What follows belongs to an exercise in optimizing a design on an open flow for small area; a production flow would make more cautious choices. No activity file was given, so power comes from the tool's default toggle rates.

==> run a <==
==> flow/design.v <==
`timescale 1ns / 1ps
module apb_master#(parameter addr_width =5 , data_width = 16) (
    input bit pclk,
    input bit preset_n,
    input logic pready,
    input logic transfer,
    input logic [data_width - 1 : 0] prdata,
    input logic [addr_width - 1 : 0] apb_paddr,
    input logic [data_width - 1 : 0] apb_pwdata,
    input logic apb_control,
    output logic [addr_width - 1 : 0] paddr,
    output logic pselx,
    output bit penable,
    output logic pwrite,
    output logic [data_width - 1 : 0] pwdata,
    output logic [data_width / 8 - 1 : 0] pstrb,
    output logic [data_width - 1 : 0] apb_prdata
);
logic sel_q, en_q;
logic [data_width - 1 : 0] temp_apb_prdata;
always_ff @(posedge pclk, negedge preset_n) begin
    if (!preset_n) begin
        sel_q <= 1'b0;
        en_q  <= 1'b0;
    end else if (en_q) begin
        sel_q <= !pready;
        en_q  <= !pready;
    end else if (sel_q) begin
        sel_q <= transfer;
        en_q  <= transfer;
    end else begin
        sel_q <= transfer;
        en_q  <= 1'b0;
    end
end
assign pselx   = sel_q;
assign penable = en_q;
assign paddr   = sel_q ? apb_paddr : '0;
assign pwdata  = (sel_q && apb_control) ? apb_pwdata : '0;
assign pwrite  = apb_control;
assign pstrb   = (pwrite && pselx && penable) ? '1 : '0;
always_ff @(posedge pclk, negedge preset_n) begin
    if (!preset_n)
        temp_apb_prdata <= '0;
    else if (pready && !apb_control)
        temp_apb_prdata <= prdata;
end
assign apb_prdata = temp_apb_prdata;
endmodule
`timescale 1ns / 1ps
module apb_slave#(
    parameter addr_width = 5,
    parameter data_width = 16
)(
    input  logic pclk,
    input  logic preset_n,
    input  logic pselx,
    input  logic penable,
    input  logic pwrite,
    input  logic [addr_width - 1 : 0] paddr,
    input  logic [data_width - 1 : 0] pwdata,
    output logic [data_width - 1 : 0] apb_spwdata,
    output logic [data_width - 1 : 0] prdata,
    output logic pready
);
    localparam int N = 2**addr_width;
    localparam int H = N / 2;
    localparam logic [1:0] IDLE = 2'b00, SETUP = 2'b01, ACCESS = 2'b10;
    logic [1:0] present_state, next_state;
    always_ff @(posedge pclk or negedge preset_n) begin
        if (!preset_n)
            present_state <= IDLE;
        else
            present_state <= next_state;
    end
    always_comb begin
        case (present_state)
            IDLE:    next_state = (pselx && !penable) ? SETUP : IDLE;
            SETUP:   next_state = (pselx && penable) ? ACCESS : IDLE;
            ACCESS:  next_state = !pselx ? IDLE : SETUP;
            default: next_state = IDLE;
        endcase
    end
    always_ff @(posedge pclk or negedge preset_n) begin
        if (!preset_n)
            pready <= 1'b0;
        else
            pready <= (present_state == ACCESS);
    end
    logic [data_width-1:0] ring [0:N-1];
    logic [data_width-1:0] rd_q;
    logic [addr_width-1:0] cnt;
    logic                  wr_pend, rd_pend;
    logic [addr_width-1:0] pos;
    wire                   wr    = pready && pwrite;
    wire                   rd    = pready && !pwrite;
    wire                   wr_do = wr_pend && !pos[0];
    wire                   rd_do = rd_pend && !pos[0];
    always_ff @(posedge pclk) begin
        cnt     <= cnt + 1'b1;
        wr_pend <= wr || (wr_pend && pos[0]);
        rd_pend <= rd || (rd_pend && pos[0]);
        pos     <= pready ? paddr + cnt + 1'b1 : pos + 1'b1;
    end
    logic [H-1:0] psel, wsel, wseln, rseln;
    always_comb
        for (int k = 0; k < H; k++) begin
            psel[k]  = (pos[addr_width-1:1] == k[addr_width-2:0]);
            wsel[k]  = wr_do && psel[k];
            wseln[k] = !wsel[k];
            rseln[k] = !psel[k];
        end
    for (genvar p = 0; p < N; p++) begin : g_ring
        if (p % 2 == 1) begin : g_load
            wire [data_width-1:0] a = (p % 4 == 1) ? apb_spwdata : ~apb_spwdata;
            for (genvar i = 0; i < data_width; i++) begin : g_bit
                wire d;
                apb_imux u_mux (.s(wsel[p/2]), .sn(wseln[p/2]), .a(a[i]), .b(ring[p-1][i]), .y(d));
                always_ff @(posedge pclk)
                    ring[p][i] <= d;
            end
        end else begin : g_shift
            always_ff @(posedge pclk)
                ring[p] <= ring[(p + N - 1) % N];
        end
    end
    always_ff @(posedge pclk) begin
        if (wr)
            apb_spwdata <= pwdata;
    end
    localparam logic [H-1:0] INV = 16'hAAAA;
    logic [data_width-1:0] rdata;
    for (genvar i = 0; i < data_width; i++) begin : g_rd
        logic [H-1:0] col;
        for (genvar k = 0; k < H; k++) begin : g_col
            assign col[k] = ring[2*k][i];
        end
        apb_rmux #(.N(H), .INV(INV)) u_rmux (.s(psel), .sn(rseln), .d(col), .y(rdata[i]));
    end
    assign prdata = rd_do ? rdata : rd_q;
    always_ff @(posedge pclk)
        rd_q <= prdata;
endmodule
module apb_imux (
    input  logic s,
    input  logic sn,
    input  logic a,
    input  logic b,
    output logic y
);
    assign y = ~((sn | a) & (s | b));
endmodule
module apb_rmux #(parameter N = 16, parameter logic [N-1:0] INV = '0) (
    input  logic [N-1:0] s,
    input  logic [N-1:0] sn,
    input  logic [N-1:0] d,
    output logic         y
);
    localparam int NP = N / 2;
    logic [NP-1:0] ps, pd, qsn, qd;
    always_comb begin
        int ip, iq;
        ip = 0; iq = 0;
        ps = '0; pd = '0; qsn = '0; qd = '0;
        for (int k = 0; k < N; k++)
            if (INV[k]) begin
                qsn[iq] = sn[k]; qd[iq] = d[k]; iq++;
            end else begin
                ps[ip] = s[k]; pd[ip] = d[k]; ip++;
            end
    end
    logic [NP/2-1:0] pn, qp;
    for (genvar j = 0; j < NP/2; j++) begin : g_pair
        apb_rsel_aoi u_p (.s1(ps[2*j]), .d1(pd[2*j]), .s2(ps[2*j+1]), .d2(pd[2*j+1]), .y(pn[j]));
        apb_rsel_oai u_q (.sn1(qsn[2*j]), .d1(qd[2*j]), .sn2(qsn[2*j+1]), .d2(qd[2*j+1]), .y(qp[j]));
    end
    assign y = !(&pn) || (|qp);
endmodule
module apb_rsel_aoi (
    input  logic s1, d1, s2, d2,
    output logic y
);
    assign y = !((s1 && d1) || (s2 && d2));
endmodule
module apb_rsel_oai (
    input  logic sn1, d1, sn2, d2,
    output logic y
);
    assign y = !((sn1 || d1) && (sn2 || d2));
endmodule
`timescale 1ns / 1ps
module apb_wrapper#(parameter addr_width = 5, data_width = 16)(
    input bit pclk,                   
    input bit preset_n,               
    input logic transfer,  
    input logic [addr_width - 1 : 0] apb_paddr,  
    input logic [data_width - 1 : 0] apb_pwdata,  
    input logic apb_control ,         
    output logic [data_width - 1 : 0] apb_spwdata,   
    output logic [data_width - 1 : 0] apb_prdata  
    );
    logic [addr_width-1:0] paddr;
    logic pselx;
    bit penable;
    logic pwrite;
    logic [data_width-1:0] pwdata;
    logic [data_width/8-1:0] pstrb; 
    logic                    pready;
    logic [data_width -1:0]  prdata;
    apb_master #(.addr_width(addr_width), .data_width(data_width)) DUT (
        .pclk(pclk),
        .preset_n(preset_n),
        .pready(pready),
        .transfer(transfer),
        .prdata(prdata),
        .apb_paddr(apb_paddr),
        .apb_pwdata(apb_pwdata),
        .apb_control(apb_control),
        .paddr(paddr),
        .pselx(pselx),
        .penable(penable),
        .pwrite(pwrite),
        .pwdata(pwdata),
        .pstrb(pstrb),
        .apb_prdata(apb_prdata)
    );
     apb_slave #(
        .addr_width(addr_width),
        .data_width(data_width)
    ) dut (
        .pclk       (pclk),
        .preset_n   (preset_n),
        .pselx      (pselx),
        .penable    (penable),
        .pwrite     (pwrite),
        .paddr      (paddr),
        .pwdata     (pwdata),
        .apb_spwdata(apb_spwdata),
        .prdata     (prdata),
        .pready     (pready)
    );
endmodule
==> flow/flow/run.sh <==
#!/bin/bash
# Layout flow: the standard flow (standard.sh) with these changes, made
# through ORFS's own variables and a wrapper around the synthesis script:
#  - synthesis: the standard flow's synthesis script unchanged, except that ABC maps the
#    logic for area (flow/abc_area.script) instead of ORFS's delay script;
#    registers are mapped before ABC runs, so they are the standard ones,
#  - clock tree synthesis without dummy loads, with clkbuf_8 buffers and
#    smaller sink clusters,
#  - port buffers of the smallest buffer cell.
# make's full output goes to standard.log here; ORFS's per-step logs stay
# under orfs/logs/.
set -euo pipefail
here=$(pwd)
flowdir=$(cd "$(dirname "$0")" && pwd)

orig=$(grep -o 'SYNTH_SCRIPT=[^ ]*' standard.sh | head -1 | cut -d= -f2-)
cat > "$here/area_synth.tcl" <<EOT
# ABC with the area script; drop the delay target and its constraints
proc abc {args} {
  set keep {}
  set skip 0
  foreach a \$args {
    if {\$skip} { set skip 0; continue }
    if {\$a in {-script -D -constr}} { set skip 1; continue }
    lappend keep \$a
  }
  yosys abc -script $flowdir/abc_area.script {*}\$keep
}
source $orig
EOT
sed "s#SYNTH_SCRIPT=[^ ]*#SYNTH_SCRIPT=$here/area_synth.tcl#" standard.sh > area_standard.sh

export CTS_ARGS="-sink_clustering_enable -repair_clock_nets -dont_use_dummy_load -buf_list sky130_fd_sc_hd__clkbuf_8 -sink_clustering_size 18 -sink_clustering_max_diameter 50"
export BUFFER_PORTS_ARGS="-buffer_cell sky130_fd_sc_hd__buf_1"
bash area_standard.sh > standard.log 2>&1
==> flow/flow/abc_area.script <==
strash
dch
amap
==> flow/standard.sh <==
#!/bin/bash
# synth_recipe.tcl (not shown) runs the flow's synth.tcl, then flattens the netlist and writes it again
# the make line also repeats each setting of config.mk as NAME=value (left out here)
make -C /OpenROAD-flow-scripts/flow DESIGN_CONFIG=/design/flow/config.mk WORK_HOME=/design/flow/orfs CLKGATE_MAP_FILE= SYNTH_SCRIPT=/design/flow/synth_recipe.tcl "${@:-finish}"
==> flow/config.mk <==
export PLATFORM = sky130hd
export DESIGN_NAME = apb_wrapper
export DESIGN_NICKNAME = apb_wrapper
export VERILOG_FILES = /design/flow/design.v
export SDC_FILE = /design/flow/constraint.sdc
export NUM_CORES = 4
export LEC_CHECK = 0
export CAP_MARGIN = 20
export CORE_MARGIN = 2
export CORE_UTILIZATION = 40
export GPL_TIMING_DRIVEN = 0
export SLEW_MARGIN = 20
export SYNTH_HIERARCHICAL = 1
export SYNTH_MINIMUM_KEEP_SIZE = 0
==> flow/constraint.sdc <==
create_clock -name core_clock -period 5.0 [get_ports {pclk}]
set_input_delay 1.0000 -clock core_clock [delete_from_list [all_inputs] [get_ports {pclk}]]
set_output_delay 1.0000 -clock core_clock [all_outputs]
set_load 0.01 [all_outputs]
==> inputs of run b, as changes to run a <==
==> flow/design.v, changed modules only <==
module apb_master#(parameter addr_width =5 , data_width = 16) (
    input bit pclk,
    input bit preset_n,
    input logic pready,
    input logic transfer,
    input logic [data_width - 1 : 0] prdata,
    input logic [addr_width - 1 : 0] apb_paddr,
    input logic apb_control,
    output logic [addr_width - 1 : 0] paddr,
    output logic pselx,
    output bit penable,
    output logic pwrite,
    output logic [data_width - 1 : 0] apb_prdata
);
logic sel_q, en_q;
logic [data_width - 1 : 0] temp_apb_prdata;
always_ff @(posedge pclk, negedge preset_n) begin
    if (!preset_n) begin
        sel_q <= 1'b0;
        en_q  <= 1'b0;
    end else if (en_q) begin
        sel_q <= !pready;
        en_q  <= !pready;
    end else if (sel_q) begin
        sel_q <= transfer;
        en_q  <= transfer;
    end else begin
        sel_q <= transfer;
        en_q  <= 1'b0;
    end
end
assign pselx   = sel_q;
assign penable = en_q;
assign paddr   = sel_q ? apb_paddr : '0;
assign pwrite  = apb_control;
always_ff @(posedge pclk, negedge preset_n) begin
    if (!preset_n)
        temp_apb_prdata <= '0;
    else if (pready && !apb_control)
        temp_apb_prdata <= prdata;
end
assign apb_prdata = temp_apb_prdata;
endmodule
module apb_slave#(
    parameter addr_width = 5,
    parameter data_width = 16
)(
    input  logic pclk,
    input  logic preset_n,
    input  logic pselx,
    input  logic penable,
    input  logic pwrite,
    input  logic [addr_width - 1 : 0] paddr,
    input  logic [data_width - 1 : 0] pwdata,      
    output logic [data_width - 1 : 0] apb_spwdata,
    output logic [data_width - 1 : 0] prdata,
    output logic pready
);
    localparam int N = 2**addr_width;
    localparam int H = N / 2;
    localparam logic [1:0] IDLE = 2'b00, SETUP = 2'b01, ACCESS = 2'b10;
    logic [1:0] present_state, next_state;
    always_ff @(posedge pclk or negedge preset_n) begin
        if (!preset_n)
            present_state <= IDLE;
        else
            present_state <= next_state;
    end
    always_comb begin
        case (present_state)
            IDLE:    next_state = (pselx && !penable) ? SETUP : IDLE;
            SETUP:   next_state = (pselx && penable) ? ACCESS : IDLE;
            ACCESS:  next_state = !pselx ? IDLE : SETUP;
            default: next_state = IDLE;
        endcase
    end
    always_ff @(posedge pclk or negedge preset_n) begin
        if (!preset_n)
            pready <= 1'b0;
        else
            pready <= (present_state == ACCESS);
    end
    logic [data_width-1:0] ring [0:N-1];
    logic [data_width-1:0] rd_q;
    logic [addr_width-1:0] cnt;
    logic                  wr_pend, rd_pend;
    logic [addr_width-1:0] pos;
    wire                   wr    = pready && pwrite;
    wire                   rd    = pready && !pwrite;
    wire                   wr_do = wr_pend && !pos[0];
    wire                   rd_do = rd_pend && !pos[0];
    always_ff @(posedge pclk) begin
        cnt     <= cnt + 1'b1;
        wr_pend <= wr || (wr_pend && pos[0]);
        rd_pend <= rd || (rd_pend && pos[0]);
        pos     <= pready ? paddr + cnt + 1'b1 : pos + 1'b1;
    end
    logic [H-1:0] psel, wsel, wseln, rseln;
    always_comb
        for (int k = 0; k < H; k++) begin
            psel[k]  = (pos[addr_width-1:1] == k[addr_width-2:0]);
            wsel[k]  = wr_do && psel[k];
            wseln[k] = !wsel[k];
            rseln[k] = !psel[k];
        end
    for (genvar p = 0; p < N; p++) begin : g_ring
        if (p % 2 == 1) begin : g_load
            wire [data_width-1:0] a = (p % 4 == 1) ? apb_spwdata : ~apb_spwdata;
            for (genvar i = 0; i < data_width; i++) begin : g_bit
                wire d;
                apb_imux u_mux (.s(wsel[p/2]), .sn(wseln[p/2]), .a(a[i]), .b(ring[p-1][i]), .y(d));
                always_ff @(posedge pclk)
                    ring[p][i] <= d;
            end
        end else begin : g_shift
            always_ff @(posedge pclk)
                ring[p] <= ring[(p + N - 1) % N];
        end
    end
    wire wr_data = wr && pselx;
    always_ff @(posedge pclk)
        apb_spwdata <= ({data_width{wr_data}} & pwdata) | ({data_width{!wr}} & apb_spwdata);
    localparam logic [H-1:0] INV = 16'hAAAA;
    logic [data_width-1:0] rdata;
    for (genvar i = 0; i < data_width; i++) begin : g_rd
        logic [H-1:0] col;
        for (genvar k = 0; k < H; k++) begin : g_col
            assign col[k] = ring[2*k][i];
        end
        apb_rmux #(.N(H), .INV(INV)) u_rmux (.s(psel), .sn(rseln), .d(col), .y(rdata[i]));
    end
    assign prdata = rd_do ? rdata : rd_q;
    always_ff @(posedge pclk)
        rd_q <= prdata;
endmodule
module apb_rmux #(parameter N = 16, parameter logic [N-1:0] INV = '0) (
    input  logic [N-1:0] s,
    input  logic [N-1:0] sn,
    input  logic [N-1:0] d,
    output logic         y
);
    always_comb begin
        y = 1'b0;
        for (int k = 0; k < N; k++)
            if (INV[k])
                y = y | !(sn[k] | d[k]);
            else
                y = y | (s[k] & d[k]);
    end
endmodule
module apb_wrapper#(parameter addr_width = 5, data_width = 16)(
    input bit pclk,                   
    input bit preset_n,               
    input logic transfer,  
    input logic [addr_width - 1 : 0] apb_paddr,  
    input logic [data_width - 1 : 0] apb_pwdata,  
    input logic apb_control ,         
    output logic [data_width - 1 : 0] apb_spwdata,   
    output logic [data_width - 1 : 0] apb_prdata  
    );
    logic [addr_width-1:0] paddr;
    logic pselx;
    bit penable;
    logic pwrite;
    logic                    pready;
    logic [data_width -1:0]  prdata;
    apb_master #(.addr_width(addr_width), .data_width(data_width)) DUT (
        .pclk(pclk),
        .preset_n(preset_n),
        .pready(pready),
        .transfer(transfer),
        .prdata(prdata),
        .apb_paddr(apb_paddr),
        .apb_control(apb_control),
        .paddr(paddr),
        .pselx(pselx),
        .penable(penable),
        .pwrite(pwrite),
        .apb_prdata(apb_prdata)
    );
     apb_slave #(
        .addr_width(addr_width),
        .data_width(data_width)
    ) dut (
        .pclk       (pclk),
        .preset_n   (preset_n),
        .pselx      (pselx),
        .penable    (penable),
        .pwrite     (pwrite),
        .paddr      (paddr),
        .pwdata     (apb_pwdata),
        .apb_spwdata(apb_spwdata),
        .prdata     (prdata),
        .pready     (pready)
    );
endmodule
// module apb_rsel_aoi removed
// module apb_rsel_oai removed
--- a/flow/flow/run.sh
+++ b/flow/flow/run.sh
@@ -32,3 +32,3 @@
 
-export CTS_ARGS="-sink_clustering_enable -repair_clock_nets -dont_use_dummy_load -buf_list sky130_fd_sc_hd__clkbuf_8 -sink_clustering_size 18 -sink_clustering_max_diameter 50"
+export CTS_ARGS="-sink_clustering_enable -repair_clock_nets -dont_use_dummy_load -buf_list sky130_fd_sc_hd__clkbuf_8 -sink_clustering_size 16 -sink_clustering_max_diameter 60"
 export BUFFER_PORTS_ARGS="-buffer_cell sky130_fd_sc_hd__buf_1"
==> comparison table <==
	run a	run b
Post-placement worst setup slack	1050 ps	795 ps
Run status	no timing/DRC/antenna violations	no timing/DRC/antenna violations
Data arrival at the endpoint of the critical path	4080 ps	4980 ps
Fin worst setup slack	1410 ps	489 ps
Share of cells above drive strength 1	6.85%	5.75%
Total area of sequential cells	0.0118 mm²	0.0117 mm²
Share of the final layout cell area in sequential cells	67.2%	66.8%
Post-layout total power	0.0103 W	0.0111 W
Endpoint of the worst setup timing path	dut.ring[23][2]$_DFF_P_	dut.ring[31][15]$_DFF_P_
Later-pin clock latency in the skew report	600 ps	580 ps
P&R area growth vs syn	11.6%	10.7%
Reg-to-reg setup timing slack	1410 ps	490 ps
Met3 routed wirelength	2180 µm	4650 µm
Power attributed to the clock group	0.00210 W	0.00214 W
Clock skew after layout	53.7 ps	45.2 ps
Library cell contributing the largest single delay on the critical path	nor2_2	clkinv_1
Function was not checked in any run of this note: the RTL went through the layout flow alone.

-- static timing again, ports no longer ideal --
The flow's constraints put no driver on any port. The routed layouts listed below were extracted and timed again, unchanged, in two steps. Step 1 assumes that a clkbuf_16 drives the clock port and a buf_2 every other input. Step 2 moves the port delays by t, midway between the first and last clock arrival at a register: inputs arrive t later, outputs are due t later. That takes back most of the time a late clock gives input paths. Slacks: ideal ports / drivers / drivers and shift; pairs: ideal ports / drivers.
run	t (ns)	slack for setup (ns)	worst setup path at the end
run a	0.621	1.411 / 1.411 / 1.411	register to register
run b	0.617	0.489 / 0.489 / 0.489	register to register
After both steps every run listed still meets setup and hold.
